Background: an optimization exercise with open tools, aiming at small area. Do not read the settings as production practice. The RTL was checked by simulation tests, not by an equivalence proof against the original design. Power and IR drop assume default switching activity.

Design Guess, start of the top module:
module Guess(clk, rst, in, seg_out, led_out);
	input clk;
	input rst;
	input[0:12] in;
	output[0:31] seg_out;
	output reg[0:9] led_out;
	localparam S_INIT0 = 3'd0, S_INITC = 3'd1, S_INPUT = 3'd2, S_SHOW = 3'd3, S_WIN = 3'd4, S_LOSE = 3'd5;
	localparam K_TITLE = 3'd0, K_GUESS = 3'd1, K_RES = 3'd2, K_F05E = 3'd3, K_ANS = 3'd4;
	wire tick_1, tick_rnd, tick_display;
	wire[7:0] rnd;
	clock_ #(8, 8'hb8, 8'h4f) u_clk_1(clk, rst, tick_1);
	clock_ #(4, 4'hc, 4'ha) u_clk_rnd(clk, rst, tick_rnd);
	clock_ #(5, 5'h14, 5'h10) u_clk_display(clk, rst, tick_display);
	randGen u_rand(clk, rst, tick_rnd, rnd);
	reg[2:0] state, kind;
	reg[3:0] hp_v;
	reg[7:0] ans;
	reg[15:0] guess_num;
	reg[1:0] sel_num;
	wire init = (state == S_INIT0) || (state == S_INITC);
	reg l_mode, l_b11;
	reg[7:0] l_x;
	wire l_rst = l_mode & l_x[7];
	wire l_b10 = l_x[0], l_b12 = l_x[1];
	wire[15:0] ans_v;
	ansval u_ans(ans, ans_v);
	wire[2:0] A, B;
	wire all4;
	checker_ u_check(clk, tick_display & l_rst, ans_v, guess_num, A, B, all4);
	reg[2:0] n_state, n_kind;
	reg[3:0] n_hp_v;
	reg[7:0] n_ans;
	reg[15:0] n_guess_num;
	reg[1:0] n_sel_num;
	always@(*) begin
		n_state = state;
		n_kind = kind;
		n_hp_v = hp_v;
		n_ans = ans;
		n_guess_num = guess_num;
		n_sel_num = sel_num;
		if(l_rst) begin
			n_state = S_INIT0;
			n_kind = K_TITLE;
			n_hp_v = 10;
			n_ans = 8'hc0;
			n_guess_num = 0;
			n_sel_num = 0;
		end
		else if(~l_mode) begin
			case(state)
				S_INIT0, S_INITC: begin
					n_hp_v = 10;
					n_ans = l_x;
					n_sel_num = 0;
					n_kind = K_TITLE;
					n_guess_num = 0;
					if((state == S_INITC && guess_num[3:0] == 15) || l_b11)
						n_state = S_INPUT;
					else begin
						n_state = S_INITC;
						n_guess_num[3:0] = (state == S_INITC) ? guess_num[3:0] + 4'd1 : 4'd1;
					end
				end
				S_INPUT: begin
					if(l_b10)
						case(sel_num)
							0: n_guess_num[15:12] = (guess_num[15:12] == 9) ? 4'd0 : guess_num[15:12] + 4'd1;
							1: n_guess_num[11:8] = (guess_num[11:8] == 9) ? 4'd0 : guess_num[11:8] + 4'd1;
							2: n_guess_num[7:4] = (guess_num[7:4] == 9) ? 4'd0 : guess_num[7:4] + 4'd1;
  ...
Size in the first run: ~610 cells after synthesis, roughly 57 I/O pins, roughly 5300 um^2 of cells after synthesis.
==> flow/config.mk <==
export PLATFORM = sky130hd
export DESIGN_NAME = Guess
export DESIGN_NICKNAME = Guess
export VERILOG_FILES = /design/flow/design.v
export SDC_FILE = /design/flow/constraint.sdc
export NUM_CORES = 4
export LEC_CHECK = 0
export ABC_AREA = 1
export CAP_MARGIN = 20
export CORE_MARGIN = 2
export CORE_UTILIZATION = 70
export SLEW_MARGIN = 20
==> flow/constraint.sdc <==
create_clock -name core_clock -period 20.0 [get_ports {clk}]
set_input_delay 4.0000 -clock core_clock [delete_from_list [all_inputs] [get_ports {clk}]]
set_output_delay 4.0000 -clock core_clock [all_outputs]
set_load 0.01 [all_outputs]
standard.sh (not shown) runs the stock make flow with config.mk's settings and CLKGATE_MAP_FILE= SYNTH_SCRIPT=/design/flow/synth_recipe.tcl, a recipe that flattens the netlist after the stock synthesis.
==> flow/flow/run.sh <==
#!/bin/bash
# Own flow: the standard synthesis, then the combinational logic re-mapped
# with a stronger ABC script (flip-flops untouched), then the standard
# layout, with port buffers of the smallest buffer cell.
set -euo pipefail
W=$(pwd)
F=$W/flow
R=$W/orfs/results/$FLOW_PLATFORM/Guess/base
LIB=$FLOW_HOME/platforms/$FLOW_PLATFORM/lib/sky130_fd_sc_hd__tt_025C_1v80.lib
bash standard.sh synth > $W/synth_standard.log 2>&1
cp $R/1_2_yosys.v $W/1_2_yosys_standard.v
python3 $F/cellmap.py $LIB $W/1_2_yosys_standard.v $W/cellmap.v > $W/cellmap.log 2>&1
LIB=$LIB NET=$W/1_2_yosys_standard.v TOP=$FLOW_TOP MAPV=$W/cellmap.v \
  ABCSCRIPT=$F/abc.script DONTUSE="$(cat $F/dontuse.txt)" STAT=$W/remap_stat.txt \
  OUTV=$W/1_2_yosys_remapped.v yosys -c $F/remap.tcl > $W/remap.log 2>&1
cp $W/1_2_yosys_remapped.v $R/1_2_yosys.v
bash standard.sh "BUFFER_PORTS_ARGS=-buffer_cell sky130_fd_sc_hd__buf_1" "CTS_ARGS=-sink_clustering_enable -repair_clock_nets -buf_list sky130_fd_sc_hd__clkbuf_8 -root_buf sky130_fd_sc_hd__clkbuf_8 -dont_use_dummy_load" finish > $W/layout.log 2>&1
Other scripts of this flow, unchanged in this note and not shown: flow/flow/abc.script, flow/flow/cellmap.py, flow/flow/dontuse.txt, flow/flow/remap.tcl
Next try:
--- a/flow/flow/run.sh
+++ b/flow/flow/run.sh
@@ -15,3 +15,3 @@
   OUTV=$W/1_2_yosys_remapped.v yosys -c $F/remap.tcl > $W/remap.log 2>&1
 cp $W/1_2_yosys_remapped.v $R/1_2_yosys.v
-bash standard.sh "BUFFER_PORTS_ARGS=-buffer_cell sky130_fd_sc_hd__buf_1" "CTS_ARGS=-sink_clustering_enable -repair_clock_nets -buf_list sky130_fd_sc_hd__clkbuf_8 -root_buf sky130_fd_sc_hd__clkbuf_8 -dont_use_dummy_load" finish > $W/layout.log 2>&1
+bash standard.sh "BUFFER_PORTS_ARGS=-buffer_cell sky130_fd_sc_hd__buf_1" finish > $W/layout.log 2>&1
- CORE_UTILIZATION: 70 -> 85
Result: The new run never finished: it broke off in global placement without I/O (3_1_place_gp_skip_io); area after synthesis is unchanged; synthesized cell count is unchanged.
Next try:
- CORE_UTILIZATION: 85 -> 70
The new run finished with timing, DRC and antenna clean.
Synthesized cell count does not change.
Area after synthesis stays the same.
Next try:
--- a/flow/flow/run.sh
+++ b/flow/flow/run.sh
@@ -15,3 +15,3 @@
   OUTV=$W/1_2_yosys_remapped.v yosys -c $F/remap.tcl > $W/remap.log 2>&1
 cp $W/1_2_yosys_remapped.v $R/1_2_yosys.v
-bash standard.sh "BUFFER_PORTS_ARGS=-buffer_cell sky130_fd_sc_hd__buf_1" finish > $W/layout.log 2>&1
+bash standard.sh "BUFFER_PORTS_ARGS=-buffer_cell sky130_fd_sc_hd__buf_1" "CTS_ARGS=-sink_clustering_enable -repair_clock_nets -buf_list sky130_fd_sc_hd__clkbuf_4 -root_buf sky130_fd_sc_hd__clkbuf_8 -sink_clustering_size 12 -sink_clustering_max_diameter 50 -dont_use_dummy_load" finish > $W/layout.log 2>&1
Effect: Clock skew grows by 11 ps. Routed wire length fell by about 5%. Area after synthesis is unchanged. First-iteration DRC count fell by about 11%. Die area is unchanged. Power came out lower by about 7%. Clock power goes down by 21%.

* * *

Guess, a different RTL version from the one above (not shown whole).
For scale: about 110 flip-flops, about 57 I/O pins.
Settings: LEC_CHECK=0, ABC_AREA=1, CAP_MARGIN=20, CORE_MARGIN=2, CORE_UTILIZATION=40, SLEW_MARGIN=20; clock period 20.0 ns.
run.sh (not shown) runs the stock make flow with config.mk's settings and CLKGATE_MAP_FILE= SYNTH_SCRIPT=/design/flow/synth_recipe.tcl, a recipe that flattens the netlist after the stock synthesis.
Stock flow here: none of the scripts above is used.
The baseline ran to the end with no violations.
Change:
--- a/flow/config.mk
+++ b/flow/config.mk
@@ -11 +11 @@
-export CORE_UTILIZATION = 40
+export CORE_UTILIZATION = 70
The new run ran to the end with no violations.
Critical path depth grows by 2.
Clock power shrinks by a quarter to a third.
Total power shrinks by roughly a tenth.
First-iteration DRC count grows by a quarter to a third.

* * *

Setup of wip/juniper:
Guess, a different RTL version from the one above (not shown whole).
Size in the first run: roughly 580 cells after synthesis, roughly 57 I/O pins, about 0.0050 mm^2 of cells after synthesis.
Settings: LEC_CHECK=0, ABC_AREA=1, CAP_MARGIN=20, CORE_MARGIN=2, CORE_UTILIZATION=70, SLEW_MARGIN=20; clock period 20.0 ns.
standard.sh (not shown) runs the stock make flow with config.mk's settings and CLKGATE_MAP_FILE= SYNTH_SCRIPT=/design/flow/synth_recipe.tcl, a recipe that flattens the netlist after the stock synthesis.
==> flow/flow/run.sh <==
#!/bin/bash
# Own flow: the standard synthesis, then the combinational logic re-mapped
# with a stronger ABC script (flip-flops untouched), then the standard
# layout, with port buffers of the smallest buffer cell.
set -euo pipefail
W=$(pwd)
F=$W/flow
R=$W/orfs/results/$FLOW_PLATFORM/Guess/base
LIB=$FLOW_HOME/platforms/$FLOW_PLATFORM/lib/sky130_fd_sc_hd__tt_025C_1v80.lib
bash standard.sh synth > $W/synth_standard.log 2>&1
cp $R/1_2_yosys.v $W/1_2_yosys_standard.v
python3 $F/cellmap.py $LIB $W/1_2_yosys_standard.v $W/cellmap.v > $W/cellmap.log 2>&1
LIB=$LIB NET=$W/1_2_yosys_standard.v TOP=$FLOW_TOP MAPV=$W/cellmap.v \
  ABCSCRIPT=$F/abc.script DONTUSE="$(cat $F/dontuse.txt)" STAT=$W/remap_stat.txt \
  OUTV=$W/1_2_yosys_remapped.v yosys -c $F/remap.tcl > $W/remap.log 2>&1
cp $W/1_2_yosys_remapped.v $R/1_2_yosys.v
bash standard.sh "BUFFER_PORTS_ARGS=-buffer_cell sky130_fd_sc_hd__buf_1" "CTS_ARGS=-sink_clustering_enable -repair_clock_nets -buf_list sky130_fd_sc_hd__clkbuf_8 -root_buf sky130_fd_sc_hd__clkbuf_8 -sink_clustering_size 20 -sink_clustering_max_diameter 100 -dont_use_dummy_load" finish > $W/layout.log 2>&1
Other scripts of this flow, unchanged in this note and not shown: flow/flow/abc.script, flow/flow/cellmap.py, flow/flow/dontuse.txt, flow/flow/remap.tcl
The following lists how wip/harbor was set up differently from wip/juniper:
-- flow/flow/run.sh --
<<< wip/juniper, line 16
cp $W/1_2_yosys_remapped.v $R/1_2_yosys.v
bash standard.sh "BUFFER_PORTS_ARGS=-buffer_cell sky130_fd_sc_hd__buf_1" "CTS_ARGS=-sink_clustering_enable -repair_clock_nets -buf_list sky130_fd_sc_hd__clkbuf_8 -root_buf sky130_fd_sc_hd__clkbuf_8 -sink_clustering_size 20 -sink_clustering_max_diameter 100 -dont_use_dummy_load" finish > $W/layout.log 2>&1
>>> wip/harbor, line 16
cp $W/1_2_yosys_remapped.v $R/1_2_yosys.v
bash standard.sh "BUFFER_PORTS_ARGS=-buffer_cell sky130_fd_sc_hd__buf_1" "CTS_ARGS=-sink_clustering_enable -repair_clock_nets -buf_list sky130_fd_sc_hd__clkbuf_4 -root_buf sky130_fd_sc_hd__clkbuf_8 -sink_clustering_buffer sky130_fd_sc_hd__clkbuf_4 -sink_clustering_size 8 -sink_clustering_max_diameter 40 -dont_use_dummy_load" finish > $W/layout.log 2>&1
--- outcome ---
Diff wip/harbor..wip/juniper | final antenna diode count | unchanged. Status: inverter count parity (wip/juniper, wip/harbor). Re share of cell area taken by multi-input logic gates: no difference whatsoever between wip/harbor and wip/juniper. In terms of post-route minimum period, wip/harbor and wip/juniper differ only marginally. Reported for wip/juniper and wip/harbor, routing usage on met2 turned out identical to the last digit. Comparing wip/harbor against wip/juniper, there is no change at all in maximum level of the CTS H-tree. [compare] base=wip/juniper new=wip/harbor: number of sequential cells in the layout did not really move, number of nets with antenna violations after detailed routing did not really move, number of ordinary and repair buffers in the finished layout did not really move, worst setup slack before clock tree synthesis did not really move.
diff inputs: wip/harbor => wip/indigo
-- flow/flow/run.sh --
<<< wip/harbor, line 16
cp $W/1_2_yosys_remapped.v $R/1_2_yosys.v
bash standard.sh "BUFFER_PORTS_ARGS=-buffer_cell sky130_fd_sc_hd__buf_1" "CTS_ARGS=-sink_clustering_enable -repair_clock_nets -buf_list sky130_fd_sc_hd__clkbuf_4 -root_buf sky130_fd_sc_hd__clkbuf_8 -sink_clustering_buffer sky130_fd_sc_hd__clkbuf_4 -sink_clustering_size 8 -sink_clustering_max_diameter 40 -dont_use_dummy_load" finish > $W/layout.log 2>&1
>>> wip/indigo, line 16
cp $W/1_2_yosys_remapped.v $R/1_2_yosys.v
bash standard.sh "BUFFER_PORTS_ARGS=-buffer_cell sky130_fd_sc_hd__buf_1" "CTS_ARGS=-sink_clustering_enable -repair_clock_nets -buf_list sky130_fd_sc_hd__clkbuf_8 -root_buf sky130_fd_sc_hd__clkbuf_8 -dont_use_dummy_load" finish > $W/layout.log 2>&1
## What came out
Compared wip/indigo against wip/harbor; delay of the slowest critical-path stage within noise. Summary of wip/indigo over wip/harbor: height of the die barely changed; relative contribution of combinational cells to total power roughly the same; aggregate global-route resource usage now sits at about the same level.

* * *

Another version of the RTL of Guess (not shown whole).
Size in the first run: roughly 580 cells after synthesis, about 57 I/O pins, ~0.0051 mm² of cells after synthesis.
export LEC_CHECK = 0
export ABC_AREA = 1
export CAP_MARGIN = 20
export CORE_MARGIN = 2
export CORE_UTILIZATION = 55
export SLEW_MARGIN = 20
create_clock -name core_clock -period 20.0 [get_ports {clk}]
==> flow/flow/run.sh <==
#!/bin/bash
# Own flow: the standard synthesis, then the combinational logic re-mapped
# with a stronger ABC script (flip-flops untouched), then the standard
# layout, with port buffers of the smallest buffer cell.
set -euo pipefail
W=$(pwd)
F=$W/flow
R=$W/orfs/results/$FLOW_PLATFORM/Guess/base
LIB=$FLOW_HOME/platforms/$FLOW_PLATFORM/lib/sky130_fd_sc_hd__tt_025C_1v80.lib
bash standard.sh synth > $W/synth_standard.log 2>&1
cp $R/1_2_yosys.v $W/1_2_yosys_standard.v
python3 $F/cellmap.py $LIB $W/1_2_yosys_standard.v $W/cellmap.v > $W/cellmap.log 2>&1
LIB=$LIB NET=$W/1_2_yosys_standard.v TOP=$FLOW_TOP MAPV=$W/cellmap.v \
  ABCSCRIPT=$F/abc.script DONTUSE="$(cat $F/dontuse.txt)" STAT=$W/remap_stat.txt \
  OUTV=$W/1_2_yosys_remapped.v yosys -c $F/remap.tcl > $W/remap.log 2>&1
cp $W/1_2_yosys_remapped.v $R/1_2_yosys.v
bash standard.sh "BUFFER_PORTS_ARGS=-buffer_cell sky130_fd_sc_hd__buf_1" "CTS_ARGS=-sink_clustering_enable -repair_clock_nets -buf_list sky130_fd_sc_hd__clkbuf_8 -root_buf sky130_fd_sc_hd__clkbuf_8 -dont_use_dummy_load" finish > $W/layout.log 2>&1
Other scripts of this flow, unchanged in this note and not shown: flow/flow/abc.script, flow/flow/cellmap.py, flow/flow/dontuse.txt, flow/flow/remap.tcl
The starting point completed with no timing, DRC or antenna violations.
==> next run, changes <==
- CORE_UTILIZATION: 55 -> 78
Result: Clock skew goes down by 0.014 ns. Maximum frequency rises by 1.3%. Worst hold slack is worse by 0.0039 ns. Cell count shrinks by 4.7%.

==> what the ideal ports hide <==
The results above use ideal ports. As a check the final layouts listed here were re-extracted and re-timed, cells and wires unchanged.
Step 1 (the two cells are an assumption about what drives the block):
set clk [get_ports {clk}]
set_driving_cell -lib_cell sky130_fd_sc_hd__clkbuf_16 $clk
set_driving_cell -lib_cell sky130_fd_sc_hd__buf_2 [delete_from_list [all_inputs] $clk]
Step 2 also shifts input and output timing later by t, the mid clock arrival at the registers, as if the neighbouring blocks saw the same clock.
Three values: ideal, step 1, step 2; two values: the first two.
run	t (ns)	setup slack, ns	worst setup path at the end
the first run of note 1	0.374	11.914 / 11.884 / 12.258	register to output
the third run of note 1	0.407	11.855 / 11.820 / 12.227	register to output
the fourth run of note 1	0.374	11.914 / 11.884 / 12.258	register to output
the first run of note 2	0.395	10.193 / 10.152 / 10.547	register to output
the second run of note 2	0.426	10.136 / 10.099 / 10.525	register to output
wip/juniper	0.377	11.653 / 11.620 / 11.997	register to output
wip/harbor	0.377	11.653 / 11.620 / 11.997	register to output
wip/indigo	0.377	11.653 / 11.620 / 11.997	register to output
the first run of note 4	0.373	11.866 / 11.833 / 12.207	register to output
the second run of note 4	0.380	11.970 / 11.935 / 12.315	register to output
After both steps every run listed still meets setup and hold.
